Context: an optimization exercise on an open-source flow, tuned for small area. The choices shown serve that exercise and are no tape-out recipe.
The RTL was checked by simulation tests, not by an equivalence proof against the original design.
Power and IR drop assume default switching activity.

## flow/design.v

```verilog
module fifo(
    input rst, clk, clr, en,
    input push_in, pop_in,
    input [7:0] din,
    output [7:0] dout,           
    output reg empty,            
    output reg overrun           
);
    reg [7:0] mem [0:14];
    reg [3:0] cnt, rp, wp;
    wire temp_empty = (cnt == 4'd0);
    wire temp_full  = (cnt == 4'd15);
    wire push = push_in & ~temp_full  & ~pop_in  & en;
    wire pop  = pop_in  & ~temp_empty & ~push_in & en;
    wire [3:0] rp_inc = (rp == 4'd14) ? 4'd0 : rp + 4'd1;
    wire [3:0] wp_inc = (wp == 4'd14) ? 4'd0 : wp + 4'd1;
    always @(posedge clk, posedge rst) begin
        if (rst) begin
            cnt <= 4'd0;
            rp  <= 4'd0;
            wp  <= 4'd0;
        end
        else if (clr) begin
            cnt <= 4'd0;
            rp  <= wp;
        end
        else begin
            if (push) begin
                cnt <= cnt + 4'd1;
                wp  <= wp_inc;
            end
            if (pop) begin
                cnt <= cnt - 4'd1;
                rp  <= rp_inc;
            end
        end
    end
    genvar i;
    generate
        for (i = 0; i < 15; i = i + 1) begin : g_mem
            always @(posedge clk)
                if (push && wp == i) mem[i] <= din;
        end
    endgenerate
    assign dout = temp_empty ? 8'h00 : mem[rp];
    always @(posedge clk, posedge rst) begin
        if (rst) begin
            empty   <= 1'b1;
            overrun <= 1'b0;
        end
        else begin
            empty   <= temp_empty;
            overrun <= push_in & temp_full;
        end
    end
endmodule
module uart_tx_top(
    input clk, rst, baud_pulse, parity_enable, tx_hold_reg_empty, stop_bit, sticky_parity, even_parity_select, set_break,
    input [7:0] din,  
    input [1:0] wls,
    output reg pop, tx
);
    localparam [1:0] IDLE = 2'd0, START = 2'd1, SEND = 2'd2, PARITY = 2'd3;
    reg [1:0] state;
    reg [7:0] shift_register;
    reg tx_data;
    reg d_parity;
    reg [2:0] bit_count;
    reg [4:0] count;
    reg parity_out;
    wire [4:0] stop_count = (stop_bit == 1'b0) ? 5'd15 : (wls == 2'b00) ? 5'd23 : 5'd31;
    wire count_zero = (count == 5'd0);
    always @(posedge clk) begin
        if (baud_pulse) begin
            case (state)
                IDLE: if (!tx_hold_reg_empty && count_zero) begin
                    bit_count <= {1'b1, wls};
                    shift_register <= din;
                end
                START: begin
                    case (wls)
                        2'b00: d_parity <= ^shift_register[4:0];
                        2'b01: d_parity <= ^shift_register[5:0];
                        2'b10: d_parity <= ^shift_register[6:0];
                        2'b11: d_parity <= ^shift_register[7:0];
                    endcase
                    if (count_zero) shift_register <= shift_register >> 1;
                end
                SEND: begin
                    case ({sticky_parity, even_parity_select})
                        2'b00: parity_out <= ~d_parity;
                        2'b01: parity_out <= d_parity;
                        2'b10: parity_out <= 1'b1;
                        2'b11: parity_out <= 1'b0;
                    endcase
                    if (bit_count != 3'd0 && count_zero) begin
                        bit_count <= bit_count - 3'd1;
                        shift_register <= shift_register >> 1;
                    end
                end
                default: ;
            endcase
        end
    end
    always @(posedge clk, posedge rst) begin
        if (rst) begin
            state <= IDLE;
            count <= 5'd15;
            pop <= 1'b0;
            tx_data <= 1'b1;
        end
        else begin
            pop <= 1'b0;
            if (baud_pulse) begin
                case (state)
                    IDLE: if (!tx_hold_reg_empty) begin
                        if (!count_zero) count <= count - 5'd1;
                        else begin
                            count <= 5'd15;
                            state <= START;
                            pop <= 1'b1;
                            tx_data <= 1'b0;
                        end
                    end
                    START: begin
                        if (!count_zero) count <= count - 5'd1;
                        else begin
                            count <= 5'd15;
                            state <= SEND;
                            tx_data <= shift_register[0];
                        end
                    end
                    SEND: begin
                        if (!count_zero) count <= count - 5'd1;
                        else if (bit_count != 3'd0) begin
                            count <= 5'd15;
                            tx_data <= shift_register[0];
                        end
                        else if (parity_enable) begin
                            count <= 5'd15;
                            state <= PARITY;
                            tx_data <= parity_out;
                        end
                        else begin
                            count <= stop_count;
                            state <= IDLE;
                            tx_data <= 1'b1;
                        end
                    end
                    PARITY: begin
                        if (!count_zero) count <= count - 5'd1;
                        else begin
                            count <= stop_count;
                            state <= IDLE;
                            tx_data <= 1'b1;
                        end
                    end
                endcase
            end
        end
    end
    always @(posedge clk, posedge rst) begin
        if (rst) tx <= 1'b1;
        else tx <= tx_data & ~set_break;
    end
endmodule
module uart_rx_top(
    input clk, rst, baud_pulse, rx, parity_enable, sticky_parity, even_parity_select,
    input [1:0] wls,
    output reg push,
    output reg parity_error, frame_error,
    output reg [7:0] dout
);
    localparam [2:0] IDLE = 3'd0, START = 3'd1, READ = 3'd2, PARITY = 3'd3, STOP = 3'd4;
    reg [2:0] state;
    reg rx_reg;
    reg [2:0] bit_count;
    reg [3:0] count;
    always @(posedge clk) rx_reg <= rx;
    always @(posedge clk) begin
        if (baud_pulse) begin
            if (state == IDLE) count <= 4'd15;
            else count <= count - 4'd1;
            if (state == START && count == 4'd0) bit_count <= {1'b1, wls};
            if (state == READ && count == 4'd0) bit_count <= bit_count - 3'd1;
        end
    end
    wire mid = (count == 4'd7);
    wire last = (count == 4'd0);
    always @(posedge clk, posedge rst) begin
        if (rst) begin
            state <= IDLE;
            push <= 1'b0;
            parity_error <= 1'b0;
            frame_error <= 1'b0;
            dout <= 8'h00;
        end
        else begin
            push <= 1'b0;
            if (baud_pulse) begin
                case (state)
                    IDLE: if (!rx_reg) state <= START;
                    START: begin
                        if (mid) begin
                            if (rx) state <= IDLE;
                        end
                        else if (last) state <= READ;
                    end
                    READ: begin
                        if (mid) begin
                            case (wls)
                                2'b00: dout <= {3'b000, rx, dout[4:1]};
                                2'b01: dout <= {2'b00 , rx, dout[5:1]};
                                2'b10: dout <= {1'b0  , rx, dout[6:1]};
                                2'b11: dout <= {        rx, dout[7:1]};
                            endcase
                        end
                        else if (last && bit_count == 3'd0)
                            state <= parity_enable ? PARITY : STOP;
                    end
                    PARITY: begin
                        if (mid) begin
                            case ({sticky_parity, even_parity_select})
                                2'b00: parity_error <= ~^{rx, dout};
                                2'b01: parity_error <= ^{rx, dout};
                                2'b10: parity_error <= ~rx;
                                2'b11: parity_error <= rx;
                            endcase
                        end
                        else if (last) state <= STOP;
                    end
                    STOP: begin
                        if (mid) begin
                            frame_error <= ~rx;
                            push <= 1'b1;
                        end
                        else if (last) state <= IDLE;
                    end
                    default: ;
                endcase
            end
        end
    end
endmodule
module uart_registers(
    input clk, rst,
    input wr, rd,
    input rx_fifo_empty,
    input rx_output_error, rx_parity_error, rx_frame_error,
    input [2:0] addr,
    input [7:0] din,
    input [7:0] rx_fifo_in,
    output tx_push, rx_pop,
    output reg tx_rst, rx_rst, fifo_ena,
    output reg [7:0] dout,
    output reg [7:0] lcr,
    output reg baud_out
);
    wire dlab = lcr[7];
    wire a0 = (addr == 3'd0);
    wire a1 = (addr == 3'd1);
    assign tx_push = wr & ~dlab & a0;
    assign rx_pop  = rd & ~dlab & a0;
    reg [7:0] rx_data;
    always @(posedge clk, posedge rst) begin
        if (rst) rx_data <= 8'h00;
        else if (rx_pop) rx_data <= rx_fifo_in;
    end
    reg [7:0] dmsb, dlsb;
    wire [15:0] divisor = {dmsb, dlsb};
    reg update_baud;
    reg [15:0] baud_count;
    always @(posedge clk, posedge rst) begin
        if (rst) begin
            dlsb <= 8'h00;
            dmsb <= 8'h00;
            update_baud <= 1'b0;
        end
        else begin
            update_baud <= wr & dlab & (a0 | a1);
            if (wr & dlab & a0) dlsb <= din;
            if (wr & dlab & a1) dmsb <= din;
        end
    end
    wire count_zero = (baud_count == 16'h0000);
    always @(posedge clk, posedge rst) begin
        if (rst) baud_count <= 16'h0;
        else if (update_baud || count_zero) baud_count <= divisor;
        else baud_count <= baud_count - 16'd1;
    end
    always @(posedge clk, posedge rst) begin
        if (rst) baud_out <= 1'b0;
        else baud_out <= (|divisor) & count_zero;
    end
    always @(posedge clk, posedge rst) begin
        if (rst) begin
            tx_rst <= 1'b0;
            rx_rst <= 1'b0;
            fifo_ena <= 1'b0;
        end
        else if (wr && addr == 3'b010) begin
            tx_rst <= din[2];
            rx_rst <= din[1];
            fifo_ena <= din[0];
        end
        else begin
            tx_rst <= 1'b0;
            rx_rst <= 1'b0;
        end
    end
    reg [7:0] lcr_temp;
    always @(posedge clk, posedge rst) begin
        if (rst) lcr <= 8'h00;
        else if (wr && addr == 3'b011) lcr <= din;
    end
    always @(posedge clk, posedge rst) begin
        if (rst) lcr_temp <= 8'h00;
        else if (rd && addr == 3'b011) lcr_temp <= lcr;
    end
    reg [3:0] lsr;
    always @(posedge clk, posedge rst) begin
        if (rst) lsr <= 4'h0;
        else lsr <= {rx_frame_error, rx_parity_error, rx_output_error, ~rx_fifo_empty};
    end
    reg [3:0] lsr_temp;
    reg lsr_read;
    always @(posedge clk, posedge rst) begin
        if (rst) begin
            lsr_temp <= 4'h0;
            lsr_read <= 1'b0;
        end
        else if (rd && addr == 3'b101) begin
            lsr_temp <= lsr;
            lsr_read <= 1'b1;
        end
    end
    reg [7:0] scr, scr_temp;
    always @(posedge clk, posedge rst) begin
        if (rst) scr <= 8'h00;
        else if (wr && addr == 3'b111) scr <= din;
    end
    always @(posedge clk, posedge rst) begin
        if (rst) scr_temp <= 8'h00;
        else if (rd && addr == 3'b111) scr_temp <= scr;
    end
    always @(posedge clk, posedge rst) begin
        if (rst) dout <= 8'h00;
        else begin
            case (addr)
                3'd0: dout <= dlab ? dlsb : rx_data;
                3'd1: dout <= dlab ? dmsb : 8'h00;
                3'd3: dout <= lcr_temp;
                3'd5: dout <= {1'b0, lsr_read, lsr_read, 1'b0, lsr_temp};
                3'd7: dout <= scr_temp;
                default: dout <= 8'h00;
            endcase
        end
    end
endmodule
module uart16550(
    input clk, rst,
    input wr, rd,
    input [2:0] addr,
    input [7:0] din,
    input rx,
    output [7:0] dout,
    output tx
);
    wire tx_push, rx_pop, tx_rst, rx_rst, fifo_ena, baud_pulse;
    wire [7:0] lcr;
    wire [7:0] tx_fifo_out, rx_fifo_out, rx_data;
    wire tx_fifo_empty, tx_pop;
    wire rx_push, rx_parity_error, rx_frame_error;
    wire rx_fifo_empty, rx_fifo_overrun;
    wire tx_fifo_overrun;
    uart_registers regs (
        .clk(clk), .rst(rst), .wr(wr), .rd(rd),
        .rx_fifo_empty(rx_fifo_empty),
        .rx_output_error(rx_fifo_overrun),
        .rx_parity_error(rx_parity_error),
        .rx_frame_error(rx_frame_error),
        .addr(addr), .din(din), .rx_fifo_in(rx_fifo_out),
        .tx_push(tx_push), .rx_pop(rx_pop), .tx_rst(tx_rst), .rx_rst(rx_rst),
        .fifo_ena(fifo_ena), .dout(dout), .lcr(lcr), .baud_out(baud_pulse)
    );
    fifo tx_fifo (
        .rst(rst), .clk(clk), .clr(tx_rst), .en(fifo_ena),
        .push_in(tx_push), .pop_in(tx_pop), .din(din),
        .dout(tx_fifo_out), .empty(tx_fifo_empty), .overrun(tx_fifo_overrun)
    );
    uart_tx_top utx (
        .clk(clk), .rst(rst), .baud_pulse(baud_pulse),
        .parity_enable(lcr[3]), .tx_hold_reg_empty(tx_fifo_empty),
        .stop_bit(lcr[2]), .sticky_parity(lcr[5]), .even_parity_select(lcr[4]),
        .set_break(lcr[6]), .din(tx_fifo_out), .wls(lcr[1:0]),
        .pop(tx_pop), .tx(tx)
    );
    uart_rx_top urx (
        .clk(clk), .rst(rst), .baud_pulse(baud_pulse), .rx(rx),
        .parity_enable(lcr[3]), .sticky_parity(lcr[5]), .even_parity_select(lcr[4]),
        .wls(lcr[1:0]),
        .push(rx_push), .parity_error(rx_parity_error), .frame_error(rx_frame_error),
        .dout(rx_data)
    );
    fifo rx_fifo (
        .rst(rst), .clk(clk), .clr(rx_rst), .en(fifo_ena),
        .push_in(rx_push), .pop_in(rx_pop), .din(rx_data),
        .dout(rx_fifo_out), .empty(rx_fifo_empty), .overrun(rx_fifo_overrun)
    );
endmodule
```

## flow/run.sh

```bash
#!/bin/bash
# synth_recipe.tcl (not shown) runs the flow's synth.tcl, then flattens the netlist and writes it again
# the make line also repeats each setting of config.mk as NAME=value (left out here)
make -C /OpenROAD-flow-scripts/flow DESIGN_CONFIG=/design/flow/config.mk WORK_HOME=/design/flow/orfs CLKGATE_MAP_FILE= SYNTH_SCRIPT=/design/flow/synth_recipe.tcl finish
```

## flow/config.mk

```make
export PLATFORM = sky130hd
export DESIGN_NAME = uart16550
export DESIGN_NICKNAME = uart16550
export VERILOG_FILES = /design/flow/design.v
export SDC_FILE = /design/flow/constraint.sdc
export NUM_CORES = 4
export LEC_CHECK = 0
export CAP_MARGIN = 20
export CORE_MARGIN = 2
export CORE_UTILIZATION = 40
export PLACE_DENSITY = 0.6
export SLEW_MARGIN = 20
```

## flow/constraint.sdc

```tcl
create_clock -name core_clock -period 10.0 [get_ports {clk}]
set_input_delay 2.0000 -clock core_clock [delete_from_list [all_inputs] [get_ports {clk}]]
set_output_delay 2.0000 -clock core_clock [all_outputs]
set_load 0.01 [all_outputs]
```

==> flow_summary_export.csv, run 1 <==
group,metric,value,unit
clock_tree,cts_tree,"yes",
cells_and_area,filler_cell_count,3996,
drt,route.detailed.wl_per_inst,23.0,um
clock_tree,htree_num_levels,2,
clock_tree,clock_insertion_delay_worst_skew,0.60,ns
clock_tree,clk_path_buf_depth,3,
cells_and_area,finish.instance_area,0.0201,mm^2
timing,timing.final.hold_violations,0,
synthesis,postSynthRegisterBits,406,
worst_setup_path,worst_setup_path_start_kind,"primary input",
synthesis,synth_top_area_cell,"edfxtp_1",
global_route,grt_pass1_vias,11518,
synthesis,ys_async_sr_fraction,0.357,
synthesis,post-synth-top-count-cell,"edfxtp_1",
placement,routabilityCongestion,0.955,
timing,worstMarginPinSlew,1.18,ns
run_status,status,"finished clean",
synthesis,post_synthesis_net_count,1436,
timing,rsz0062_at_grt,"no",
synthesis,synth_enable_flop_cells,260,
timing,layout_worst_path_cycle_share,0.475,
global_route,globalRoute.totalOverflow,0,
timing,final_critical_path_setup_slack,5.25,ns
worst_setup_path,worstPathMaxFanout,13,
clock_tree,cts_sinks,406,
floorplan,initial_utilization,0.404,
worst_setup_path,cp_data_required_time,10.43,ns
drt,drt-initial-drc-count,1442,
worst_setup_path,setup.worst_path.class,"primary input to register",
global_route,grt_max_degree,78,
clock_tree,tritoncts.num_buffers,43,
flow_run,maxCapViolCount,0,
clock_tree,postCtsHoldBufs,0,
drt,number_of_remaining_drc_errors,0,
cells_and_area,layout_top_registers,"rx_fifo.mem: 120 flops, tx_fifo.mem: 120 flops, regs.baud_count: 16 flops",
pwr,vdd_ir_max,0.126,mV
synthesis,ys_dominant_reg_cell,"edfxtp_1",
timing,finalSetupTns,0,ns
synthesis,post_synth_instance_area,0.0178,mm^2
cells_and_area,final_util,0.455,
placement,place_inst,1952,
clock_tree,clockRootBuffer,"clkbuf_16",
drt,vias,11779,
timing,fin_skew,0.0509,ns
cells_and_area,areaGrowthSynthToFinish,12.6,%
floorplan,die-area,0.0463,mm^2
cells_and_area,drive_above_1_share,0.110,
worst_setup_path,crit_path_end_kind,"register",
timing,min_period,4.75,ns
clock_tree,cts_setup_buffers,0,
placement,hpwl,30000,um
global_route,wire_length_of_the_first_global_routing_pass,71700,um
floorplan,die_w,215,um
clock_tree,ctsResizeCount,0,
placement,preCtsSetupSlack,4.69,ns
timing,report.final.setup_viol,0,
floorplan,io-pin-count,25,
synthesis,synth_common_cells,"edfxtp_1, dfrtp_1, nor2_1",
synthesis,synth.avg_cell_area,12.7,um^2
cells_and_area,seqCellArea,0.0115,mm^2
min_path,hold_path.class,"register to register",
synthesis,yosys_warnings,5,
synthesis,synth_sequential_area_ratio,0.643,
worst_setup_path,arrival,5.18,ns
global_route,number_of_antenna_violations_at_the_first_check_in_global_routing,0,
cells_and_area,number_of_antenna_cells_inserted,0,
drt,drt.antenna.violating_nets,0,
floorplan,core_area,0.0441,mm^2
synthesis,synthTopCellsByArea,"edfxtp_1, dfrtp_1, mux2_2",
drt,drtPass1Iterations,7,
timing,max_slew_margin,0.196,
cells_and_area,post_layout_nonfiller_instances,2033,
pwr,power_leakage,7.16,nW
floorplan,rows,77,
timing,final_report_max_slew_violation_count,0,
synthesis,synth_top_cell_area_share,0.437,
global_route,track_usage,0.202,
synthesis,number_of_library_cell_types_mapped_by_synthesis,80,
placement,placement.io_buffers,24,
timing,max_clock_freq,211,MHz
drt,route.detailed.vias_per_inst,5.79,
placement,place_area,0.0186,mm^2
clock_tree,clk_transition_reported_paths,0.06,ns
floorplan,die_height,215,um
cells_and_area,multi_input_logic_area,0.00596,mm^2
drt,detail_route.wirelength,46800,um
pwr,pwr_density_cell,223,mW/mm^2
cells_and_area,net_count_of_the_finished_layout,1441,
synthesis,count_of_mapped_cells_out_of_synthesis,1401,
==> routing by layer <==
| layer | vias to the layer above | track usage | routed length [um] |
|---|---|---|---|
| li1 | 5264 | - | - |
| met1 | 5939 | 0.295 | 21000 |
| met2 | 488 | 0.303 | 20900 |
| met3 | 88 | 0.0442 | 3820 |
| met4 | 0 | 0.0556 | 1170 |
| met5 | - | 0 | 0 |
==> report_power, final <==
part	switching (W)	internal, W	total [W]
Combinational	0.000488	0.000306	0.000794
Sequential	0.000149	0.00193	0.00208
Clock	0.000675	0.000945	0.00162
Total	0.00131	0.00318	0.00449
==> logic make-up after synthesis <==
group | share of synthesized area
buf+inv | 0.0246
mux | 0.0660
simple gates | 0.120
fa+ha+maj | 0.0142
xor+xnor | 0.0201
compound gates | 0.113
flops | 0.643
==> through the flow <==
stage | power (W) | hold WS [ns]
after floorplan | 0.00261 | 0.331
after global placement | 0.00287 | 0.334
after detailed placement | 0.00288 | 0.335
after CTS | 0.00450 | 0.345
after global routing | 0.00467 | 0.358
final | 0.00449 | 0.345
==> path summary, 6_finish.rpt <==
| path | endpoint | cells after the start | slack, ns | from |
|---|---|---|---|---|
| min | regs.lsr[1] | 0 | 0.35 | rx_fifo.overrun |
| max in group asynchronous | regs.lcr_temp[2] | 3 | 6.65 | rst |
| min reg2reg | regs.lsr[1] | 0 | 0.35 | rx_fifo.overrun |
| min in group asynchronous | urx.state[0] | 2 | 1.92 | rst |
| max reg2reg | utx.shift_register[1] | 6 | 6.86 | tx_fifo.rp[2] |
| max | rx_fifo.cnt[3] | 9 | 5.25 | addr[0] |
==> placed cells by master (no fill, tap or decap), types with 11 or more instances in the layout <==
cell,Yosys,final
a21o_1,11,11
a21oi_1,63,63
a221oi_1,12,12
a22oi_1,25,25
a31oi_1,15,14
a32oi_1,12,12
and3_1,12,12
buf_4,0,13
clkbuf_1,61,12
clkbuf_16,0,44
clkdlybuf4s50_1,0,24
dfrtp_1,137,137
edfxtp_1,260,260
ha_1,17,17
inv_1,29,28
mux2_1,23,23
mux2_2,50,50
mux2i_1,32,32
nand2_1,100,100
nand2b_1,27,27
nand3_1,35,35
nand3b_1,13,13
nor2_1,101,101
nor2b_1,37,37
nor3_1,25,22
nor4_1,11,11
o21ai_0,24,24
o21ai_1,42,42
o22ai_1,14,14
or3_1,12,12
xnor2_1,26,26
xor2_1,15,15
==> critical path, stage by stage <==
cell,delay (ns)
clkdlybuf4s50_1,0.53
or3_1,0.66
nor4_4,0.79
ha_1,0.37
a21o_1,0.18
a21oi_1,0.20
mux2i_2,0.24
xor2_1,0.15
nor2_1,0.05
==> cell type report <==
cell class                      instances  share of cell area
Clock buffer                           66              0.0639
Inverter                               33             0.00641
Timing Repair Buffer                   38              0.0171
Multi-Input combinational cell        884               0.297
Sequential cell                       406               0.571
Tap cell                              592              0.0369
Clock inverter                         14             0.00834
==> inputs of run 2 (changes only) <==
--- a/flow/design.v
+++ b/flow/design.v
@@ -7,41 +7,30 @@
     output reg overrun           
 );
-    reg [7:0] mem [0:14];
-    reg [3:0] cnt, rp, wp;
+    reg [7:0] mem [1:15];
+    reg [3:0] cnt;
     wire temp_empty = (cnt == 4'd0);
     wire temp_full  = (cnt == 4'd15);
     wire push = push_in & ~temp_full  & ~pop_in  & en;
     wire pop  = pop_in  & ~temp_empty & ~push_in & en;
-    wire [3:0] rp_inc = (rp == 4'd14) ? 4'd0 : rp + 4'd1;
-    wire [3:0] wp_inc = (wp == 4'd14) ? 4'd0 : wp + 4'd1;
     always @(posedge clk, posedge rst) begin
-        if (rst) begin
-            cnt <= 4'd0;
-            rp  <= 4'd0;
-            wp  <= 4'd0;
-        end
-        else if (clr) begin
-            cnt <= 4'd0;
-            rp  <= wp;
-        end
-        else begin
-            if (push) begin
-                cnt <= cnt + 4'd1;
-                wp  <= wp_inc;
-            end
-            if (pop) begin
-                cnt <= cnt - 4'd1;
-                rp  <= rp_inc;
-            end
-        end
+        if (rst) cnt <= 4'd0;
+        else if (clr) cnt <= 4'd0;
+        else if (push) cnt <= cnt + 4'd1;
+        else if (pop) cnt <= cnt - 4'd1;
     end
-    genvar i;
-    generate
-        for (i = 0; i < 15; i = i + 1) begin : g_mem
-            always @(posedge clk)
-                if (push && wp == i) mem[i] <= din;
+    integer i;
+    always @(posedge clk) begin
+        if (push) begin
+            mem[1] <= din;
+            for (i = 2; i <= 15; i = i + 1) mem[i] <= mem[i-1];
         end
-    endgenerate
-    assign dout = temp_empty ? 8'h00 : mem[rp];
+    end
+    reg [7:0] head;
+    always @(*) begin
+        head = 8'h00;
+        for (i = 1; i <= 15; i = i + 1)
+            if (cnt == i) head = mem[i];
+    end
+    assign dout = head;
     always @(posedge clk, posedge rst) begin
         if (rst) begin
--- a/flow/config.mk
+++ b/flow/config.mk
@@ -6,7 +6,10 @@
 export NUM_CORES = 4
 export LEC_CHECK = 0
+export ABC_AREA = 1
 export CAP_MARGIN = 20
 export CORE_MARGIN = 2
 export CORE_UTILIZATION = 40
+export CTS_BUF_LIST = sky130_fd_sc_hd__clkbuf_4
+export CTS_CLUSTER_SIZE = 30
 export PLACE_DENSITY = 0.6
 export SLEW_MARGIN = 20
==> flow_summary_export.csv, run 2 <==
group,metric,value,unit
global_route,globalRoute.totalOverflow,0,
cells_and_area,most-common-layout-cells,"nand2_1, edfxtp_1, clkbuf_4",
synthesis,ys_dominant_reg_cell,"edfxtp_1",
floorplan,die_height,210,um
timing,fin_skew,0.0666,ns
cells_and_area,finish.instance_area,0.0191,mm^2
flow_run,maxCapViolCount,0,
synthesis,synth_common_cells,"nand2_1, edfxtp_1, nor2_1",
worst_setup_path,setup.worst_path.class,"primary input to register",
synthesis,post_synthesis_net_count,1684,
floorplan,initial_utilization,0.404,
worst_setup_path,worst_setup_path_start_kind,"primary input",
timing,report.final.setup_viol,0,
worst_setup_path,crit_path_end_kind,"register",
worst_setup_path,slowest_delay,0.78,ns
floorplan,core_area,0.0419,mm^2
drt,detail_route.wirelength,37500,um
timing,max_clock_freq,214,MHz
clock_tree,cts_setup_buffers,0,
timing,worstMarginPinSlew,1.04,ns
cells_and_area,drive_above_1_share,0.143,
global_route,number_of_antenna_violations_at_the_first_check_in_global_routing,1,
worst_setup_path,crit_path_top_delay_cell,"buf_4",
placement,hpwl,24700,um
clock_tree,cts_tree,"yes",
drt,drt-initial-drc-count,912,
timing,rsz0062_at_grt,"no",
worst_setup_path,worstPathMaxFanout,69,
timing,timing.final.hold_violations,0,
synthesis,synthTopCellsByArea,"edfxtp_1, dfrtp_1, nand2_1",
timing,layout_worst_path_cycle_share,0.468,
clock_tree,clk_transition_reported_paths,0.06,ns
synthesis,synth_top_area_cell,"edfxtp_1",
placement,routabilityCongestion,0.882,
cells_and_area,layout_top_registers,"rx_fifo.mem: 120 flops, tx_fifo.mem: 120 flops, regs.baud_count: 16 flops",
timing,min_period,4.68,ns
floorplan,io-pin-count,25,
synthesis,yosys_warnings,5,
floorplan,die_w,210,um
pwr,pwr_density_cell,239,mW/mm^2
synthesis,synth_top_cell_area_share,0.462,
drt,drt.antenna.violating_nets,0,
timing,final_critical_path_setup_slack,5.32,ns
cells_and_area,filler_cell_count,3943,
worst_setup_path,cp_num_buf_inv,6,
clock_tree,cts_sinks,390,
clock_tree,htree_num_levels,3,
worst_setup_path,cp_data_required_time,10.69,ns
clock_tree,ctsResizeCount,0,
synthesis,synth.avg_cell_area,10.3,um^2
timing,finalSetupTns,0,ns
cells_and_area,mostFrequentLayoutCell,"nand2_1",
global_route,grt_pass1_vias,11528,
global_route,wire_length_of_the_first_global_routing_pass,61000,um
clock_tree,clock_insertion_delay_worst_skew,0.82,ns
floorplan,rows,75,
placement,placement.io_buffers,24,
synthesis,count_of_mapped_cells_out_of_synthesis,1647,
worst_setup_path,path_cells,"clkdlybuf4s50_1 -> inv_1 -> nand2_1 -> inv_2 -> nand3_2 -> nand4_2 -> inv_4 -> buf_4 -> nor2_1 -> inv_1 -> o21ai_1 -> o21ai_1 -> a21oi_1",
cells_and_area,net_count_of_the_finished_layout,1786,
timing,final_report_max_slew_violation_count,0,
clock_tree,clockRootBuffer,"clkbuf_4",
synthesis,synth_sequential_area_ratio,0.655,
clock_tree,tritoncts.num_buffers,104,
synthesis,synth_enable_flop_cells,260,
pwr,power_leakage,7.84,nW
clock_tree,clk_path_buf_depth,3,
synthesis,number_of_library_cell_types_mapped_by_synthesis,48,
drt,route.detailed.wl_per_inst,15.8,um
worst_setup_path,cp_top_family,"buffers and inverters",
clock_tree,postCtsHoldBufs,0,
timing,max_slew_margin,0.304,
drt,vias,11693,
placement,place_area,0.0177,mm^2
drt,number_of_remaining_drc_errors,0,
drt,route.detailed.vias_per_inst,4.93,
run_status,status,"finished clean",
floorplan,die-area,0.0439,mm^2
synthesis,post_synth_instance_area,0.0169,mm^2
global_route,track_usage,0.176,
pwr,vdd_ir_max,0.0866,mV
global_route,grt_max_degree,87,
synthesis,ys_async_sr_fraction,0.331,
synthesis,postSynthRegisterBits,390,
cells_and_area,areaGrowthSynthToFinish,13.2,%
synthesis,post-synth-top-count-cell,"nand2_1",
placement,preCtsSetupSlack,4.26,ns
min_path,hold_path.class,"register to register",
worst_setup_path,arrival,5.37,ns
drt,drtPass1Iterations,8,
## run 2: worst register-to-register path: stages (launching register included)
cell and delay [ns]:
dfrtp_1 0.57, inv_1 0.28, nand3_2 0.38, nand4_2 0.22, inv_4 0.55, buf_4 0.81, nor2_1 0.18, inv_1 0.13
o21ai_1 0.09, o21ai_1 0.13, a21oi_1 0.05
## run 2: where the power goes
group          total (W)  internal, W  leakage [nW]  switching, W
clock network    0.00145     0.000785         0.830      0.000662
registers        0.00200      0.00187          3.94      0.000130
logic            0.00112     0.000378          3.06      0.000738
## run 2: through the flow
step / std cells / hold slack (ns) / power [W] / utilization
finish: 2374 / 0.347 / 0.00457 / 0.457
floorplan: 1647 / 0.331 / 0.00282 / -
global route: 2374 / 0.368 / 0.00490 / 0.457
detailed placement: 2181 / 0.335 / 0.00315 / 0.423
global placement: 2181 / 0.333 / 0.00313 / 0.423
CTS: 2372 / 0.349 / 0.00462 / 0.456
## run 2: final cells by class
cell class / count / area (um^2) / share of cell area
diodes: 1 / 2.50 / 0.000131
clock buffers: 169 / 1270 / 0.0663
clock inverters: 22 / 116 / 0.00608
inverters: 147 / 562 / 0.0294
multi-input cells: 1078 / 5150 / 0.269
flip-flops and latches: 390 / 11100 / 0.578
well taps: 539 / 674 / 0.0353
repair buffers: 28 / 290 / 0.0152
## run 2: path summary, 6_finish.rpt
path	startpoint	end	slack, ns	cells past startpoint
max	addr[1]	rx_fifo.cnt[3]	5.32	13
min	rx_fifo.overrun	regs.lsr[1]	0.35	0
max reg2reg	regs.lcr[7]	rx_fifo.cnt[3]	6.51	10
min reg2reg	rx_fifo.overrun	regs.lsr[1]	0.35	0
max in group asynchronous	rst	urx.dout[3]	6.96	3
min in group asynchronous	rst	tx_fifo.cnt[0]	1.74	2
## run 2: cell families (layout without fill, tap and decap cells)
group | count (synthesis) | after routing | share of synthesized area
buffers and inverters | 179 | 366 | 0.0410
and+or+nand+nor | 849 | 849 | 0.213
AOI/OAI and AO/OA | 171 | 171 | 0.0548
xor gates and xnor gates | 29 | 29 | 0.0150
DFF | 390 | 390 | 0.655
adders and majority gates | 21 | 21 | 0.0156
other | 0 | 1 | 0
muxes | 8 | 8 | 0.00526
## run 2: per-layer routing
layer,vias up,GRT usage,part of all wire
met3,74,0.0428,0.061
met4,0,0.0646,0.025
met2,305,0.257,0.43
li1,5792,-,-
met1,5522,0.256,0.48
met5,-,0,0
==> inputs of run 3 (changes only) <==
--- a/flow/config.mk
+++ b/flow/config.mk
@@ -9,7 +9,7 @@
 export CAP_MARGIN = 20
 export CORE_MARGIN = 2
-export CORE_UTILIZATION = 40
-export CTS_BUF_LIST = sky130_fd_sc_hd__clkbuf_4
-export CTS_CLUSTER_SIZE = 30
-export PLACE_DENSITY = 0.6
+export CORE_UTILIZATION = 60
+export CTS_BUF_LIST = sky130_fd_sc_hd__clkbuf_8
+export CTS_CLUSTER_SIZE = 40
+export PLACE_DENSITY = 0.7
 export SLEW_MARGIN = 20
==> flow_summary_export.csv, run 3 <==
group,metric,value,unit
cells_and_area,layout_top_registers,"rx_fifo.mem: 120 flops, tx_fifo.mem: 120 flops, regs.baud_count: 16 flops",
worst_setup_path,arrival,5.48,ns
synthesis,post-synth-top-count-cell,"nand2_1",
clock_tree,clock_insertion_delay_worst_skew,0.60,ns
placement,placement.io_buffers,24,
worst_setup_path,r2r_start,"tx_fifo.cnt[0]",
pwr,vdd_ir_max,0.123,mV
synthesis,post_synthesis_net_count,1684,
placement,hpwl,24300,um
worst_setup_path,cp_common_cell,"o21ai_1",
cells_and_area,net_count_of_the_finished_layout,1748,
drt,route.detailed.vias_per_inst,5.43,
worst_setup_path,worst_setup_path_start_kind,"primary input",
floorplan,rows,61,
timing,fin_skew,0.0325,ns
drt,vias,11631,
clock_tree,clk_transition_reported_paths,0.06,ns
drt,drt.antenna.violating_nets,0,
global_route,grt_max_degree,73,
worst_setup_path,crit_path_end_kind,"register",
cells_and_area,most-common-layout-cells,"nand2_1, edfxtp_1, nor2_1",
timing,max_slew_margin,0.263,
synthesis,count_of_mapped_cells_out_of_synthesis,1647,
global_route,track_usage,0.247,
synthesis,synth_top_cell_area_share,0.462,
clock_tree,htree_num_levels,3,
floorplan,io-pin-count,25,
clock_tree,cts_setup_buffers,0,
pwr,power_switching,0.00152,W
pwr,pwr_density_cell,240,mW/mm^2
cells_and_area,drive_above_1_share,0.101,
synthesis,synth_common_cells,"nand2_1, edfxtp_1, nor2_1",
worst_setup_path,worstPathMaxFanout,72,
clock_tree,cts_sinks,390,
worst_setup_path,crit_path_top_delay_cell,"buf_4",
worst_setup_path,slowest_delay,0.81,ns
drt,number_of_remaining_drc_errors,0,
synthesis,synth_enable_flop_cells,260,
floorplan,die-area,0.0295,mm^2
global_route,grt_pass1_vias,11001,
global_route,wire_length_of_the_first_global_routing_pass,56600,um
floorplan,die_height,172,um
timing,worstMarginPinSlew,1.10,ns
timing,report.final.setup_viol,0,
drt,drt-initial-drc-count,1072,
floorplan,initial_utilization,0.608,
synthesis,post_synth_instance_area,0.0169,mm^2
cells_and_area,number_of_antenna_cells_inserted,0,
cells_and_area,mostFrequentLayoutCell,"nand2_1",
pwr,share_of_total_power_in_combinational_logic,0.249,
synthesis,yosys_warnings,5,
synthesis,ys_dominant_reg_cell,"edfxtp_1",
min_path,holdPathEnd,"regs.lsr[1]",
timing,finalSetupTns,0,ns
synthesis,synth_top_area_cell,"edfxtp_1",
timing,timing.final.hold_violations,0,
synthesis,synth.avg_cell_area,10.3,um^2
cells_and_area,areaGrowthSynthToFinish,11.3,%
placement,routabilityCongestion,0.914,
placement,place_inst,2021,
worst_setup_path,worst_r2r_path_depth,11,
worst_setup_path,path_cells,"clkdlybuf4s50_1 -> nor2_1 -> nand2_1 -> nor3_1 -> nand4_1 -> inv_4 -> buf_4 -> nor4_1 -> o21ai_1 -> o21ai_1 -> a21oi_1",
clock_tree,tritoncts.num_buffers,66,
timing,rsz0062_at_grt,"no",
floorplan,die_w,172,um
global_route,globalRoute.totalOverflow,0,
drt,drtPass1Iterations,5,
timing,final_report_max_slew_violation_count,0,
pwr,internal_power,0.00300,W
clock_tree,clockRootBuffer,"clkbuf_8",
min_path,hold_path.startpoint,"rx_fifo.overrun",
synthesis,postSynthRegisterBits,390,
drt,detail_route.wirelength,35700,um
timing,min_period,4.98,ns
worst_setup_path,cp_data_required_time,10.50,ns
pwr,share_seq_of_total_power,0.446,
pwr,p_clk_frac,0.306,
floorplan,core_area,0.0278,mm^2
run_status,status,"finished clean",
synthesis,synth_sequential_area_ratio,0.655,
min_path,hold_path_depth,0,
clock_tree,postCtsHoldBufs,0,
pwr,power_leakage,7.75,nW
worst_setup_path,setup.worst_path.class,"primary input to register",
drt,route.detailed.wl_per_inst,16.6,um
timing,max_clock_freq,201,MHz
synthesis,ys_async_sr_fraction,0.331,
flow_run,maxCapViolCount,0,
clock_tree,ctsResizeCount,0,
worst_setup_path,rrSetupSlack,6.55,ns
worst_setup_path,timing.rr.end,"tx_fifo.cnt[3]",
pwr,power.switching_fraction,0.336,
min_path,hold_path.class,"register to register",
clock_tree,clk_path_buf_depth,3,
timing,layout_worst_path_cycle_share,0.498,
synthesis,synthTopCellsByArea,"edfxtp_1, dfrtp_1, nand2_1",
synthesis,number_of_library_cell_types_mapped_by_synthesis,48,
cells_and_area,post_layout_nonfiller_instances,2142,
clock_tree,cts_tree,"yes",
global_route,number_of_antenna_violations_at_the_first_check_in_global_routing,0,
==> run 3: layout make-up <==
| type | instances | area, um^2 |
|---|---|---|
| flip-flops and latches | 390 | 11100 |
| multi-input cells | 1078 | 5140 |
| repair buffers | 28 | 270 |
| clock inverters | 39 | 173 |
| well taps | 378 | 473 |
| clock buffers | 82 | 1130 |
| inverters | 147 | 559 |
| fillers | 2124 | 8970 |
==> run 3: kinds of logic after synthesis <==
| kind of cell | Yosys count | synth area share |
|---|---|---|
| flops | 390 | 0.655 |
| xor+xnor | 29 | 0.0150 |
| mux | 8 | 0.00526 |
| fa+ha+maj | 21 | 0.0156 |
| compound gates | 171 | 0.0548 |
| buf+inv | 179 | 0.0410 |
| simple gates | 849 | 0.213 |
==> run 3: how the worst max path moves through the flow <==
stage / endpoint / startpoint
2_1_floorplan: regs.baud_count[0] / rst
3_3_place_gp: tx_fifo.cnt[3] / addr[2]
3_5_place_dp: tx_fifo.cnt[3] / addr[2]
4_1_cts: tx_fifo.cnt[3] / addr[1]
5_1_grt: tx_fifo.cnt[3] / addr[2]
6_report: tx_fifo.cnt[3] / addr[2]
==> run 3: per-stage QoR <==
step	util	setup slack (ns)	total power, W	area, um^2	hold slack [ns]
after floorplan	-	4.57	0.00282	16900	0.331
after global placement	0.630	4.50	0.00313	17500	0.333
after detailed placement	0.630	4.45	0.00315	17500	0.335
after CTS	0.677	5.07	0.00454	18800	0.355
after global routing	0.677	4.61	0.00478	18800	0.357
final	0.677	5.02	0.00451	18800	0.353
==> run 3: critical path, delay by kind of cell <==
family / cells / cell delay [ns]
buffers and inverters: 3 / 1.86
AND/OR/NAND/NOR: 5 / 1.22
AO/OA/AOI/OAI: 3 / 0.40
==> run 3: layer usage <==
| layer | part of all wire | GRT usage | vias to the layer above |
|---|---|---|---|
| li1 | - | - | 5655 |
| met1 | 0.46 | 0.366 | 5527 |
| met2 | 0.45 | 0.377 | 371 |
| met3 | 0.058 | 0.0384 | 78 |
| met4 | 0.027 | 0.0859 | 0 |
| met5 | 0 | 0 | - |
==> run 3: power by group through the flow <==
stage / sequential, W / combinational (W) / clock (W)
after floorplan: 0.00199 / 0.000828 / 0
after global placement: 0.00203 / 0.00110 / 0
after detailed placement: 0.00203 / 0.00112 / 0
after CTS: 0.00201 / 0.00113 / 0.00140
after global routing: 0.00202 / 0.00128 / 0.00147
final: 0.00201 / 0.00112 / 0.00138
==> inputs of run 4 (changes only) <==
--- a/flow/config.mk
+++ b/flow/config.mk
@@ -10,6 +10,7 @@
 export CORE_MARGIN = 2
 export CORE_UTILIZATION = 60
-export CTS_BUF_LIST = sky130_fd_sc_hd__clkbuf_8
-export CTS_CLUSTER_SIZE = 40
+export CTS_BUF_LIST = sky130_fd_sc_hd__clkbuf_8 sky130_fd_sc_hd__clkbuf_16
+export CTS_CLUSTER_DIAMETER = 100
+export CTS_CLUSTER_SIZE = 30
 export PLACE_DENSITY = 0.7
 export SLEW_MARGIN = 20
==> flow_summary_export.csv, run 4 <==
group,metric,value,unit
timing,timing.final.hold_violations,0,
floorplan,die_w,172,um
timing,min_period,5.01,ns
clock_tree,clk_transition_reported_paths,0.12,ns
clock_tree,postCtsHoldBufs,0,
timing,worstMarginPinSlew,1.09,ns
synthesis,synth_enable_flop_cells,260,
drt,route.detailed.vias_per_inst,5.50,
drt,detail_route.wirelength,34600,um
synthesis,ys_dominant_reg_cell,"edfxtp_1",
synthesis,post-synth-top-count-cell,"nand2_1",
drt,drt-initial-drc-count,1003,
synthesis,synth_top_area_cell,"edfxtp_1",
synthesis,post_synth_instance_area,0.0169,mm^2
drt,vias,11268,
clock_tree,clock_insertion_delay_worst_skew,0.53,ns
pwr,vdd_ir_max,0.158,mV
placement,placement.io_buffers,24,
cells_and_area,areaGrowthSynthToFinish,6.66,%
synthesis,synth_sequential_area_ratio,0.655,
global_route,grt_max_degree,73,
drt,drt.antenna.violating_nets,0,
timing,final_critical_path_setup_slack,4.99,ns
clock_tree,clk_path_buf_depth,3,
run_status,status,"finished clean",
flow_run,maxCapViolCount,0,
timing,max_slew_margin,0.269,
synthesis,count_of_mapped_cells_out_of_synthesis,1647,
timing,layout_worst_path_cycle_share,0.501,
drt,route.detailed.wl_per_inst,16.9,um
min_path,hold_path.class,"register to register",
floorplan,die-area,0.0295,mm^2
synthesis,postSynthRegisterBits,390,
drt,drtPass1Iterations,5,
global_route,track_usage,0.237,
cells_and_area,mostFrequentLayoutCell,"nand2_1",
synthesis,synth.avg_cell_area,10.3,um^2
global_route,grt_pass1_vias,10521,
clock_tree,cts_sinks,390,
global_route,wire_length_of_the_first_global_routing_pass,54800,um
cells_and_area,number_of_antenna_cells_inserted,0,
timing,final_report_max_slew_violation_count,0,
timing,report.final.setup_viol,0,
timing,max_clock_freq,200,MHz
synthesis,synth_top_cell_area_share,0.462,
clock_tree,htree_num_levels,1,
synthesis,synthTopCellsByArea,"edfxtp_1, dfrtp_1, nand2_1",
cells_and_area,most-common-layout-cells,"nand2_1, edfxtp_1, nor2_1",
global_route,number_of_antenna_violations_at_the_first_check_in_global_routing,0,
clock_tree,cts_setup_buffers,0,
pwr,pwr_density_cell,219,mW/mm^2
timing,fin_skew,0.0436,ns
worst_setup_path,worstPathMaxFanout,72,
worst_setup_path,crit_path_end_kind,"register",
synthesis,ys_async_sr_fraction,0.331,
cells_and_area,post_layout_nonfiller_instances,2050,
worst_setup_path,cp_data_required_time,10.47,ns
floorplan,die_height,172,um
placement,routabilityCongestion,0.914,
worst_setup_path,worst_setup_path_start_kind,"primary input",
placement,place_inst,2021,
floorplan,io-pin-count,25,
clock_tree,tritoncts.num_buffers,17,
clock_tree,ctsResizeCount,0,
clock_tree,cts_tree,"yes",
clock_tree,clockRootBuffer,"clkbuf_16",
floorplan,core_area,0.0278,mm^2
cells_and_area,layout_top_registers,"rx_fifo.mem: 120 flops, tx_fifo.mem: 120 flops, regs.baud_count: 16 flops",
pwr,power_leakage,7.29,nW
cells_and_area,filler_cell_count,2172,
timing,rsz0062_at_grt,"no",
global_route,globalRoute.totalOverflow,0,
floorplan,rows,61,
placement,place_area,0.0175,mm^2
placement,hpwl,24300,um
cells_and_area,finish.instance_area,0.0180,mm^2
timing,finalSetupTns,0,ns
cells_and_area,net_count_of_the_finished_layout,1699,
synthesis,yosys_warnings,5,
synthesis,post_synthesis_net_count,1684,
placement,preCtsSetupSlack,4.45,ns
cells_and_area,drive_above_1_share,0.0640,
drt,number_of_remaining_drc_errors,0,
worst_setup_path,arrival,5.48,ns
cells_and_area,final_util,0.649,
synthesis,number_of_library_cell_types_mapped_by_synthesis,48,
synthesis,synth_common_cells,"nand2_1, edfxtp_1, nor2_1",
worst_setup_path,setup.worst_path.class,"primary input to register",
floorplan,initial_utilization,0.608,
run 4: cell counts after synthesis:
Identical to the previous run, type by type.
run 4: per-stage QoR:
step	power, W	hold WS (ns)
4_1_cts	0.00397	0.349
5_1_grt	0.00419	0.357
3_5_place_dp	0.00315	0.335
3_3_place_gp	0.00313	0.333
2_1_floorplan	0.00282	0.331
6_report	0.00395	0.343
run 4: cell type report:
cell class / instances / area (um^2) / share of cell area
Sequential cell: 390 / 11100 / 0.614
Inverter: 147 / 559 / 0.0310
Tap cell: 378 / 473 / 0.0262
Clock buffer: 17 / 425 / 0.0236
Multi-Input combinational cell: 1078 / 5140 / 0.285
Clock inverter: 12 / 85.1 / 0.00472
Timing Repair Buffer: 28 / 270 / 0.0150
run 4: final timing paths:
check | startpoint | endpoint | slack, ns | depth (start not counted)
setup / recovery | addr[2] | tx_fifo.cnt[3] | 4.99 | 11
max in group asynchronous | rst | regs.dmsb[6] | 6.71 | 3
setup reg to reg | tx_fifo.cnt[0] | tx_fifo.cnt[3] | 6.56 | 11
hold / removal | rx_fifo.overrun | regs.lsr[1] | 0.34 | 0
min in group asynchronous | rst | urx.state[2] | 1.96 | 2
hold reg to reg | rx_fifo.overrun | regs.lsr[1] | 0.34 | 0
run 4: kinds of logic after synthesis:
group / synth area share
AOI/OAI and AO/OA: 0.0548
xor gates and xnor gates: 0.0150
adders and majority gates: 0.0156
buffers and inverters: 0.0410
DFF: 0.655
muxes: 0.00526
and+or+nand+nor: 0.213
run 4: report_power, final:
group / internal, W / switching (W)
clock: 0.000334 / 0.000491
combinational: 0.000378 / 0.000745
sequential: 0.00187 / 0.000132
run 4: layer usage:
metal  up-vias  part of all wire  global-route usage
li1       5513                 -                   -
met1      5417              0.47               0.360
met2       285              0.46               0.372
met3        53             0.048              0.0244
met4         0             0.023              0.0566
met5         -                 0                   0
run 4: critical path, stage by stage:
cell and delay (ns):
clkdlybuf4s50_1 0.47, nor2_1 0.17, nand2_1 0.10, nor3_1 0.49, nand4_1 0.39, inv_4 0.57
buf_4 0.78, nor4_1 0.09, o21ai_1 0.21, o21ai_1 0.08, a21oi_1 0.11
==> inputs of run 5 (changes only) <==
--- a/flow/design.v
+++ b/flow/design.v
@@ -26,9 +26,27 @@
         end
     end
+    wire [7:0] m [0:15];
+    assign m[0] = 8'h00;
+    genvar g;
+    generate for (g = 1; g < 16; g = g + 1) begin : gm
+        assign m[g] = mem[g];
+    end endgenerate
+    reg [7:0] q [0:3];
     reg [7:0] head;
+    integer k;
     always @(*) begin
-        head = 8'h00;
-        for (i = 1; i <= 15; i = i + 1)
-            if (cnt == i) head = mem[i];
+        for (k = 0; k < 4; k = k + 1)
+            case (cnt[1:0])
+                2'd0: q[k] = m[4*k];
+                2'd1: q[k] = m[4*k+1];
+                2'd2: q[k] = m[4*k+2];
+                default: q[k] = m[4*k+3];
+            endcase
+        case (cnt[3:2])
+            2'd0: head = q[0];
+            2'd1: head = q[1];
+            2'd2: head = q[2];
+            default: head = q[3];
+        endcase
     end
     assign dout = head;
==> flow_summary_export.csv, run 5 <==
group,metric,value,unit
synthesis,synth_sequential_area_ratio,0.679,
pwr,power_switching,0.000998,W
timing,max_clock_freq,218,MHz
synthesis,count_of_mapped_cells_out_of_synthesis,1506,
drt,detail_route.wirelength,32400,um
synthesis,ys_dominant_reg_cell,"edfxtp_1",
clock_tree,cts_sinks,390,
cells_and_area,final_util,0.647,
synthesis,synth_common_cells,"nand2_1, edfxtp_1, dfrtp_1",
placement,preCtsSetupSlack,4.88,ns
floorplan,core_area,0.0268,mm^2
drt,drtPass1Iterations,5,
global_route,wire_length_of_the_first_global_routing_pass,53300,um
placement,hpwl,21600,um
clock_tree,htree_num_levels,1,
synthesis,synth_top_area_cell,"edfxtp_1",
timing,fin_skew,0.0145,ns
pwr,vdd_ir_max,0.170,mV
timing,report.final.setup_viol,0,
synthesis,postSynthRegisterBits,390,
cells_and_area,net_count_of_the_finished_layout,1557,
floorplan,initial_utilization,0.608,
cells_and_area,filler_cell_count,2083,
cells_and_area,mostFrequentLayoutCell,"nand2_1",
drt,number_of_remaining_drc_errors,0,
clock_tree,clk_path_buf_depth,3,
worst_setup_path,cp_data_required_time,10.15,ns
timing,layout_worst_path_cycle_share,0.458,
synthesis,yosys_warnings,6,
placement,routabilityCongestion,0.900,
global_route,globalRoute.totalOverflow,0,
placement,placement.io_buffers,24,
clock_tree,postCtsHoldBufs,0,
synthesis,synth_enable_flop_cells,260,
synthesis,synthTopCellsByArea,"edfxtp_1, dfrtp_1, nand2_1",
global_route,grt_pass1_vias,10348,
cells_and_area,layout_top_registers,"rx_fifo.mem: 120 flops, tx_fifo.mem: 120 flops, regs.baud_count: 16 flops",
floorplan,die_w,169,um
cells_and_area,areaGrowthSynthToFinish,6.38,%
floorplan,die-area,0.0285,mm^2
cells_and_area,most-common-layout-cells,"nand2_1, edfxtp_1, dfrtp_1",
clock_tree,tritoncts.num_buffers,16,
worst_setup_path,worst_r2r_path_depth,6,
worst_setup_path,crit_path_end_kind,"register",
clock_tree,cts_tree,"yes",
pwr,p_clk_frac,0.231,
global_route,global_route.usage.met2,0.376,
pwr,pwr_density_cell,195,mW/mm^2
floorplan,die_height,169,um
cells_and_area,drive_above_1_share,0.0450,
synthesis,post_synthesis_net_count,1541,
pwr,share_of_total_power_in_combinational_logic,0.195,
global_route,global_route.peak_usage_layer,"met2",
drt,drt-initial-drc-count,960,
clock_tree,cts_setup_buffers,0,
global_route,number_of_antenna_violations_at_the_first_check_in_global_routing,0,
pwr,power_leakage,6.76,nW
pwr,power.switching_fraction,0.295,
global_route,track_usage,0.233,
global_route,grt_max_degree,86,
floorplan,io-pin-count,25,
worst_setup_path,rrSetupSlack,6.77,ns
worst_setup_path,setup.worst_path.class,"primary input to register",
timing,rsz0062_at_grt,"no",
worst_setup_path,worst_setup_path_start_kind,"primary input",
run_status,status,"finished clean",
drt,drt.antenna.violating_nets,0,
clock_tree,clockRootBuffer,"clkbuf_16",
flow_run,maxCapViolCount,0,
timing,min_period,4.58,ns
synthesis,number_of_library_cell_types_mapped_by_synthesis,47,
worst_setup_path,r2r_start,"tx_fifo.cnt[0]",
synthesis,ys_async_sr_fraction,0.331,
timing,final_critical_path_setup_slack,5.42,ns
min_path,hold_path.class,"register to register",
pwr,share_seq_of_total_power,0.574,
clock_tree,ctsResizeCount,0,
worst_setup_path,worst_setup_path_endpoint,"tx_fifo.mem[8][5]",
synthesis,synth_top_cell_area_share,0.479,
timing,finalSetupTns,0,ns
synthesis,post-synth-top-count-cell,"nand2_1",
global_route,grt.met3_usage,0.0250,
worst_setup_path,arrival,4.73,ns
synthesis,synth.avg_cell_area,10.8,um^2
worst_setup_path,setup.worst_path.start,"addr[2]",
timing,max_slew_margin,0.286,
drt,route.detailed.vias_per_inst,5.69,
cells_and_area,number_of_antenna_cells_inserted,0,
synthesis,post_synth_instance_area,0.0163,mm^2
timing,timing.final.hold_violations,0,
clock_tree,clock_insertion_delay_worst_skew,0.52,ns
timing,final_report_max_slew_violation_count,0,
timing,worstMarginPinSlew,1.07,ns
pwr,internal_power,0.00238,W
global_route,use_met1,0.344,
floorplan,rows,60,
drt,route.detailed.wl_per_inst,17.3,um
worst_setup_path,worstPathMaxFanout,71,
drt,vias,10664,
worst_setup_path,timing.rr.end,"tx_fifo.mem[8][5]",
clock_tree,clk_transition_reported_paths,0.11,ns
run 5: cell types whose count changed after synthesis, sizes merged, moves of 10 or more:
cell	before	now
nor2	183	94
clkbuf	19	9
a21oi	39	28
or2	30	3
inv	146	108
nand2	486	510
buf	13	26
run 5: cell type report:
cell class	instances	area [um^2]	area share
multi-input combinational	972	4670	0.269
sequential	390	11100	0.638
tap	341	427	0.0246
clock inverter	11	41.3	0.00238
clock buffer	17	425	0.0245
timing repair buffer	33	308	0.0177
inverter	109	417	0.0240
run 5: kinds of logic (layout without fill, tap and decap cells):
| kind of cell | Yosys count | count (layout) | synth area share |
|---|---|---|---|
| and+or+nand+nor | 750 | 750 | 0.191 |
| xor gates and xnor gates | 22 | 22 | 0.0118 |
| muxes | 14 | 14 | 0.00951 |
| DFF | 390 | 390 | 0.679 |
| AOI/OAI and AO/OA | 167 | 167 | 0.0573 |
| adders and majority gates | 19 | 19 | 0.0155 |
| buffers and inverters | 144 | 170 | 0.0360 |
run 5: through the flow:
| step | std cells | power, W | hold WS (ns) | instance area, um^2 |
|---|---|---|---|---|
| detailed placement | 1845 | 0.00264 | 0.346 | 16900 |
| CTS | 1873 | 0.00341 | 0.362 | 17300 |
| global placement | 1845 | 0.00262 | 0.336 | 16900 |
| finish | 1873 | 0.00338 | 0.365 | 17300 |
| global route | 1873 | 0.00356 | 0.369 | 17300 |
| floorplan | 1506 | 0.00242 | 0.331 | 16300 |
run 5: worst min path at each step:
stage	end	depth (start not counted)	start	slack, ns
floorplan	regs.lsr[1]	0	rx_fifo.overrun	0.33
global placement	regs.lsr[1]	0	rx_fifo.overrun	0.34
detailed placement	regs.lsr[1]	0	rx_fifo.overrun	0.35
CTS	regs.lsr[1]	0	rx_fifo.overrun	0.36
global route	regs.lsr[1]	0	rx_fifo.overrun	0.37
finish	regs.lsr[1]	0	rx_fifo.overrun	0.36
run 5: metal layers:
metal / wire length (um) / part of all wire / up-vias
li1: - / - / 5147
met1: 15000 / 0.46 / 5195
met2: 15100 / 0.47 / 272
met3: 1440 / 0.045 / 50
met4: 820 / 0.025 / 0
met5: 0 / 0 / -
run 5: critical path: stages:
cell	delay (ns)
clkdlybuf4s50_1	0.44
inv_1	0.18
nand2_1	0.14
nor2_4	0.21
nand4_2	0.31
inv_4	0.59
buf_4	0.81
run 5: power by group through the flow:
| stage | logic (W) | clock network [W] | registers (W) |
|---|---|---|---|
| floorplan | 0.000484 | 0 | 0.00194 |
| global placement | 0.000647 | 0 | 0.00197 |
| detailed placement | 0.000664 | 0 | 0.00197 |
| CTS | 0.000668 | 0.000802 | 0.00194 |
| global route | 0.000761 | 0.000842 | 0.00195 |
| finish | 0.000660 | 0.000780 | 0.00194 |
==> inputs of run 6 (changes only) <==
==> flow/flow/run.sh (new file) <==
#!/bin/bash
# Own layout flow: the standard ORFS flow with two changes:
#  - the port buffers are buf_1 cells instead of the default choice
#  - clock tree synthesis clusters the register clock pins into larger
#    groups driven by clkbuf_16 and inserts no dummy loads
# Every step's full output is in the ORFS logs under orfs/logs; make's own
# output is in flow_make.log.
set -euo pipefail
bash standard.sh \
  BUFFER_PORTS_ARGS="-buffer_cell sky130_fd_sc_hd__buf_1" \
  CTS_ARGS="-sink_clustering_enable -repair_clock_nets -sink_clustering_size 30 -sink_clustering_max_diameter 100 -buf_list {sky130_fd_sc_hd__clkbuf_8 sky130_fd_sc_hd__clkbuf_16} -dont_use_dummy_load" \
  finish > flow_make.log 2>&1
==> flow/standard.sh (new file) <==
#!/bin/bash
# synth_recipe.tcl (not shown) runs the flow's synth.tcl, then flattens the netlist and writes it again
# the make line also repeats each setting of config.mk as NAME=value (left out here)
make -C /OpenROAD-flow-scripts/flow DESIGN_CONFIG=/design/flow/config.mk WORK_HOME=/design/flow/orfs CLKGATE_MAP_FILE= SYNTH_SCRIPT=/design/flow/synth_recipe.tcl "${@:-finish}"
removed: flow/run.sh
==> flow_summary_export.csv, run 6 <==
group,metric,value,unit
synthesis,ys_async_sr_fraction,0.331,
global_route,grt_pass1_vias,10282,
worst_setup_path,worst_setup_path_start_kind,"primary input",
drt,drt.antenna.violating_nets,0,
clock_tree,postCtsHoldBufs,0,
synthesis,synthTopCellsByArea,"edfxtp_1, dfrtp_1, nand2_1",
timing,layout_worst_path_cycle_share,0.424,
worst_setup_path,slowest_delay,0.72,ns
synthesis,synth_top_cell_area_share,0.479,
drt,number_of_remaining_drc_errors,0,
floorplan,die_w,169,um
clock_tree,clk_transition_reported_paths,0.11,ns
synthesis,number_of_library_cell_types_mapped_by_synthesis,47,
placement,place_inst,1844,
synthesis,ys_dominant_reg_cell,"edfxtp_1",
synthesis,yosys_warnings,6,
clock_tree,cts_tree,"yes",
worst_setup_path,arrival,4.39,ns
clock_tree,cts_sinks,390,
global_route,wire_length_of_the_first_global_routing_pass,53500,um
timing,rsz0062_at_grt,"no",
synthesis,synth_common_cells,"nand2_1, edfxtp_1, dfrtp_1",
global_route,number_of_antenna_violations_at_the_first_check_in_global_routing,0,
floorplan,die-area,0.0285,mm^2
global_route,grt_max_degree,91,
worst_setup_path,worstPathMaxFanout,62,
timing,max_clock_freq,236,MHz
pwr,power_leakage,6.63,nW
drt,route.detailed.wl_per_inst,17.7,um
floorplan,initial_utilization,0.608,
worst_setup_path,path_cells,"buf_1 -> inv_1 -> nand2_1 -> nor2_4 -> nand4_2 -> inv_4 -> buf_4",
clock_tree,htree_num_levels,1,
placement,routabilityCongestion,0.874,
worst_setup_path,crit_path_end_kind,"register",
synthesis,synth_sequential_area_ratio,0.679,
drt,vias,10520,
worst_setup_path,cp_data_required_time,10.15,ns
synthesis,post_synth_instance_area,0.0163,mm^2
clock_tree,cts_setup_buffers,0,
clock_tree,ctsResizeCount,0,
run_status,status,"finished clean",
worst_setup_path,crit_path_top_delay_cell,"buf_4",
cells_and_area,drive_above_1_share,0.0448,
cells_and_area,areaGrowthSynthToFinish,5.09,%
synthesis,post_synthesis_net_count,1541,
placement,hpwl,21900,um
synthesis,synth_enable_flop_cells,260,
cells_and_area,number_of_antenna_cells_inserted,0,
synthesis,postSynthRegisterBits,390,
pwr,vdd_ir_max,0.179,mV
timing,timing.final.hold_violations,0,
worst_setup_path,setup.worst_path.class,"primary input to register",
cells_and_area,filler_cell_count,2108,
drt,route.detailed.vias_per_inst,5.66,
min_path,hold_path.class,"register to register",
timing,finalSetupTns,0,ns
cells_and_area,most-common-layout-cells,"nand2_1, edfxtp_1, dfrtp_1",
synthesis,count_of_mapped_cells_out_of_synthesis,1506,
cells_and_area,layout_top_registers,"rx_fifo.mem: 120 flops, tx_fifo.mem: 120 flops, regs.baud_count: 16 flops",
clock_tree,clock_insertion_delay_worst_skew,0.52,ns
floorplan,die_height,169,um
drt,detail_route.wirelength,33000,um
floorplan,io-pin-count,25,
cells_and_area,post_layout_nonfiller_instances,1860,
pwr,pwr_density_cell,195,mW/mm^2
synthesis,synth.avg_cell_area,10.8,um^2
timing,worstMarginPinSlew,1.09,ns
clock_tree,clockRootBuffer,"clkbuf_16",
global_route,globalRoute.totalOverflow,0,
synthesis,synth_top_area_cell,"edfxtp_1",
timing,final_report_max_slew_violation_count,0,
drt,drtPass1Iterations,5,
timing,max_slew_margin,0.271,
clock_tree,tritoncts.num_buffers,16,
placement,placement.io_buffers,24,
drt,drt-initial-drc-count,1164,
floorplan,rows,60,
timing,min_period,4.24,ns
flow_run,maxCapViolCount,0,
cells_and_area,mostFrequentLayoutCell,"nand2_1",
cells_and_area,net_count_of_the_finished_layout,1556,
timing,report.final.setup_viol,0,
clock_tree,clk_path_buf_depth,3,
synthesis,post-synth-top-count-cell,"nand2_1",
global_route,track_usage,0.236,
timing,fin_skew,0.0201,ns
floorplan,core_area,0.0268,mm^2
## run 6: changes by cell type in the layout (fill, tap and decap cells not counted), sizes merged
cell,delta
buf,+23
inv,-11
clkdlybuf4s50,-24
clkbuf,-1
## run 6: final cells by class
class                           instances  area (um^2)  share of cell area
Multi-Input combinational cell        972         4670               0.273
Clock buffer                           16          400              0.0234
Inverter                              109          417              0.0243
Tap cell                              341          427              0.0249
Sequential cell                       390        11100               0.646
Timing Repair Buffer                   32          158             0.00920
## run 6: cells by family (layout without fill, tap and decap cells)
| logic type | after synthesis | in the layout | synth area share |
|---|---|---|---|
| buf+inv | 144 | 157 | 0.0360 |
| mux | 14 | 14 | 0.00951 |
| simple gates | 750 | 750 | 0.191 |
| flops | 390 | 390 | 0.679 |
| fa+ha+maj | 19 | 19 | 0.0155 |
| xor+xnor | 22 | 22 | 0.0118 |
| compound gates | 167 | 167 | 0.0573 |
## run 6: power by group
group / switching [W] / internal [W] / leakage (nW) / total [W]
clock: 0.000455 / 0.000292 / 0.197 / 0.000747
sequential: 0.000104 / 0.00184 / 3.88 / 0.00194
combinational: 0.000436 / 0.000220 / 2.55 / 0.000656
## run 6: path summary, 6_finish.rpt
| check | slack, ns | depth (start not counted) | end | startpoint |
|---|---|---|---|---|
| max | 5.76 | 7 | tx_fifo.mem[1][5] | addr[2] |
| max reg2reg | 6.80 | 6 | tx_fifo.mem[1][5] | tx_fifo.cnt[3] |
| min in group asynchronous | 1.56 | 2 | utx.count[4] | rst |
| min | 0.36 | 0 | regs.lsr[1] | rx_fifo.overrun |
| max in group asynchronous | 7.30 | 3 | regs.lsr[3] | rst |
| min reg2reg | 0.36 | 0 | regs.lsr[1] | rx_fifo.overrun |
## run 6: metrics by stage
| step | setup slack (ns) | power (W) | instance area [um^2] | hold WS [ns] | util |
|---|---|---|---|---|---|
| finish | 5.76 | 0.00334 | 17100 | 0.362 | 0.639 |
| floorplan | 3.92 | 0.00242 | 16300 | 0.331 | - |
| detailed placement | 5.23 | 0.00263 | 16700 | 0.338 | 0.624 |
| global placement | 5.32 | 0.00261 | 16700 | 0.335 | 0.624 |
| CTS | 5.79 | 0.00336 | 17100 | 0.363 | 0.639 |
| global route | 5.57 | 0.00352 | 17100 | 0.380 | 0.639 |
## run 6: metal layers
metal / wire (um) / global-route usage / part of all wire
met1: 15400 / 0.346 / 0.47
met2: 15600 / 0.384 / 0.47
met3: 1270 / 0.0278 / 0.039
met4: 700 / 0.0603 / 0.021
met5: 0 / 0 / 0
## run 6: critical path, delay by kind of cell
family,cells,cell delay [ns]
buffers and inverters,4,1.65
AND/OR/NAND/NOR,3,0.68
==> inputs of run 7 (changes only) <==
--- a/flow/flow/run.sh
+++ b/flow/flow/run.sh
@@ -9,4 +9,4 @@
 bash standard.sh \
   BUFFER_PORTS_ARGS="-buffer_cell sky130_fd_sc_hd__buf_1" \
-  CTS_ARGS="-sink_clustering_enable -repair_clock_nets -sink_clustering_size 30 -sink_clustering_max_diameter 100 -buf_list {sky130_fd_sc_hd__clkbuf_8 sky130_fd_sc_hd__clkbuf_16} -dont_use_dummy_load" \
+  CTS_ARGS="-sink_clustering_enable -repair_clock_nets -sink_clustering_size 20 -sink_clustering_max_diameter 80 -buf_list {sky130_fd_sc_hd__clkbuf_8} -dont_use_dummy_load" \
   finish > flow_make.log 2>&1
==> flow_summary_export.csv, run 7 <==
group,metric,value,unit
pwr,pwr_density_cell,191,mW/mm^2
worst_setup_path,crit_path_end_kind,"register",
pwr,power.switching_fraction,0.305,
placement,place_inst,1844,
clock_tree,tritoncts.num_buffers,23,
floorplan,core_area,0.0268,mm^2
floorplan,io-pin-count,25,
global_route,track_usage,0.238,
pwr,power_leakage,6.59,nW
timing,fin_skew,0.0436,ns
cells_and_area,drive_above_1_share,0.0491,
floorplan,die_w,169,um
drt,drt-initial-drc-count,1168,
clock_tree,htree_num_levels,1,
placement,hpwl,21900,um
clock_tree,clockRootBuffer,"clkbuf_8",
drt,detail_route.wirelength,33100,um
pwr,p_clk_frac,0.202,
synthesis,post_synth_instance_area,0.0163,mm^2
pwr,share_of_total_power_in_combinational_logic,0.202,
clock_tree,ctsResizeCount,0,
cells_and_area,post_layout_nonfiller_instances,1867,
worst_setup_path,setup.worst_path.class,"primary input to register",
worst_setup_path,arrival,4.37,ns
timing,timing.final.hold_violations,0,
timing,report.final.setup_viol,0,
global_route,number_of_antenna_violations_at_the_first_check_in_global_routing,0,
floorplan,die-area,0.0285,mm^2
placement,routabilityCongestion,0.874,
cells_and_area,layout_top_registers,"rx_fifo.mem: 120 flops, tx_fifo.mem: 120 flops, regs.baud_count: 16 flops",
synthesis,synth_common_cells,"nand2_1, edfxtp_1, dfrtp_1",
run_status,status,"finished clean",
timing,max_clock_freq,238,MHz
cells_and_area,most-common-layout-cells,"nand2_1, edfxtp_1, dfrtp_1",
synthesis,postSynthRegisterBits,390,
floorplan,rows,60,
synthesis,post_synthesis_net_count,1541,
clock_tree,cts_tree,"yes",
pwr,internal_power,0.00227,W
cells_and_area,multi_input_logic_area,0.00467,mm^2
synthesis,ys_async_sr_fraction,0.331,
worst_setup_path,cp_data_required_time,10.17,ns
synthesis,number_of_library_cell_types_mapped_by_synthesis,47,
pwr,power.total,0.00326,W
timing,worstMarginPinSlew,1.06,ns
drt,drt.antenna.violating_nets,0,
synthesis,synth_enable_flop_cells,260,
synthesis,synth_top_area_cell,"edfxtp_1",
pwr,power_switching,0.000995,W
-- run 7: cell counts after synthesis --
Identical to the previous run, type by type.
-- run 7: worst max-delay path, stage by stage --
cell and delay (ns):
buf_1 0.09, inv_1 0.16, nand2_1 0.15, nor2_4 0.22, nand4_2 0.31, inv_4 0.67
buf_4 0.73
-- run 7: through the flow --
step	setup WS, ns	instance area [um^2]	util	hold slack (ns)
after floorplan	3.92	16300	-	0.331
after global placement	5.32	16700	0.624	0.335
after detailed placement	5.23	16700	0.624	0.338
after CTS	5.82	17000	0.636	0.365
after global routing	5.60	17100	0.636	0.379
final	5.80	17100	0.636	0.362
-- run 7: layout make-up --
cell class | instances | share of cell area
inverters | 109 | 0.0244
well taps | 341 | 0.0250
repair buffers | 32 | 0.00924
multi-input cells | 972 | 0.274
clock buffers | 23 | 0.0186
flip-flops and latches | 390 | 0.649
-- run 7: path summary, 6_finish.rpt --
kind | slack, ns | to | cells past startpoint
worst max register to register | 6.75 | tx_fifo.mem[10][5] | 6
worst min register to register | 0.36 | regs.lsr[1] | 0
worst max-delay path | 5.80 | tx_fifo.mem[10][5] | 7
min in group asynchronous | 1.48 | utx.count[4] | 2
worst min-delay path | 0.36 | regs.lsr[1] | 0
max in group asynchronous | 7.38 | regs.baud_count[3] | 3
-- run 7: power groups by stage --
stage                     logic, W  clock network, W  registers, W
after detailed placement  0.000655                 0       0.00197
after global placement    0.000636                 0       0.00197
after global routing      0.000754          0.000731       0.00196
after CTS                 0.000660          0.000689       0.00194
final                     0.000660          0.000660       0.00194
after floorplan           0.000484                 0       0.00194
-- run 7: kinds of logic after synthesis --
family / count (synthesis) / synth area share
AOI/OAI and AO/OA: 167 / 0.0573
xor gates and xnor gates: 22 / 0.0118
adders and majority gates: 19 / 0.0155
buffers and inverters: 144 / 0.0360
DFF: 390 / 0.679
muxes: 14 / 0.00951
and+or+nand+nor: 750 / 0.191
-- run 7: routing by layer --
layer / track usage / vias up / wire length, um
met1: 0.342 / 5150 / 15300
met2: 0.388 / 232 / 15600
met3: 0.0292 / 48 / 1340
li1: - / 5135 / -
met5: 0 / - / 0
met4: 0.0705 / 0 / 785

[what the ideal ports hide]
How much do the figures lean on ideal ports? The routed layouts below were timed once more, with nothing changed but the port constraints. Step 1 sets driving cells, clkbuf_16 on the clock port and buf_2 on the other inputs (assumed; they add their load-dependent delay and slew). Step 2 also shifts input and output timing later by t, the mid clock arrival at the registers, as if the neighbouring blocks saw the same clock. Three values: ideal ports, drivers, drivers and shift; two values: the first two.
| run | t (ns) | setup slack, ns |
|---|---|---|
| run 1 | 0.630 | 5.253 / 5.279 / 4.649 |
| run 2 | 0.839 | 5.322 / 5.349 / 4.511 |
| run 3 | 0.629 | 5.023 / 5.050 / 4.421 |
| run 4 | 0.562 | 4.990 / 5.019 / 4.456 |
| run 5 | 0.564 | 5.422 / 5.449 / 4.885 |
| run 6 | 0.557 | 5.760 / 5.791 / 5.233 |
| run 7 | 0.605 | 5.803 / 5.828 / 5.223 |
After both steps every run listed still meets setup and hold.
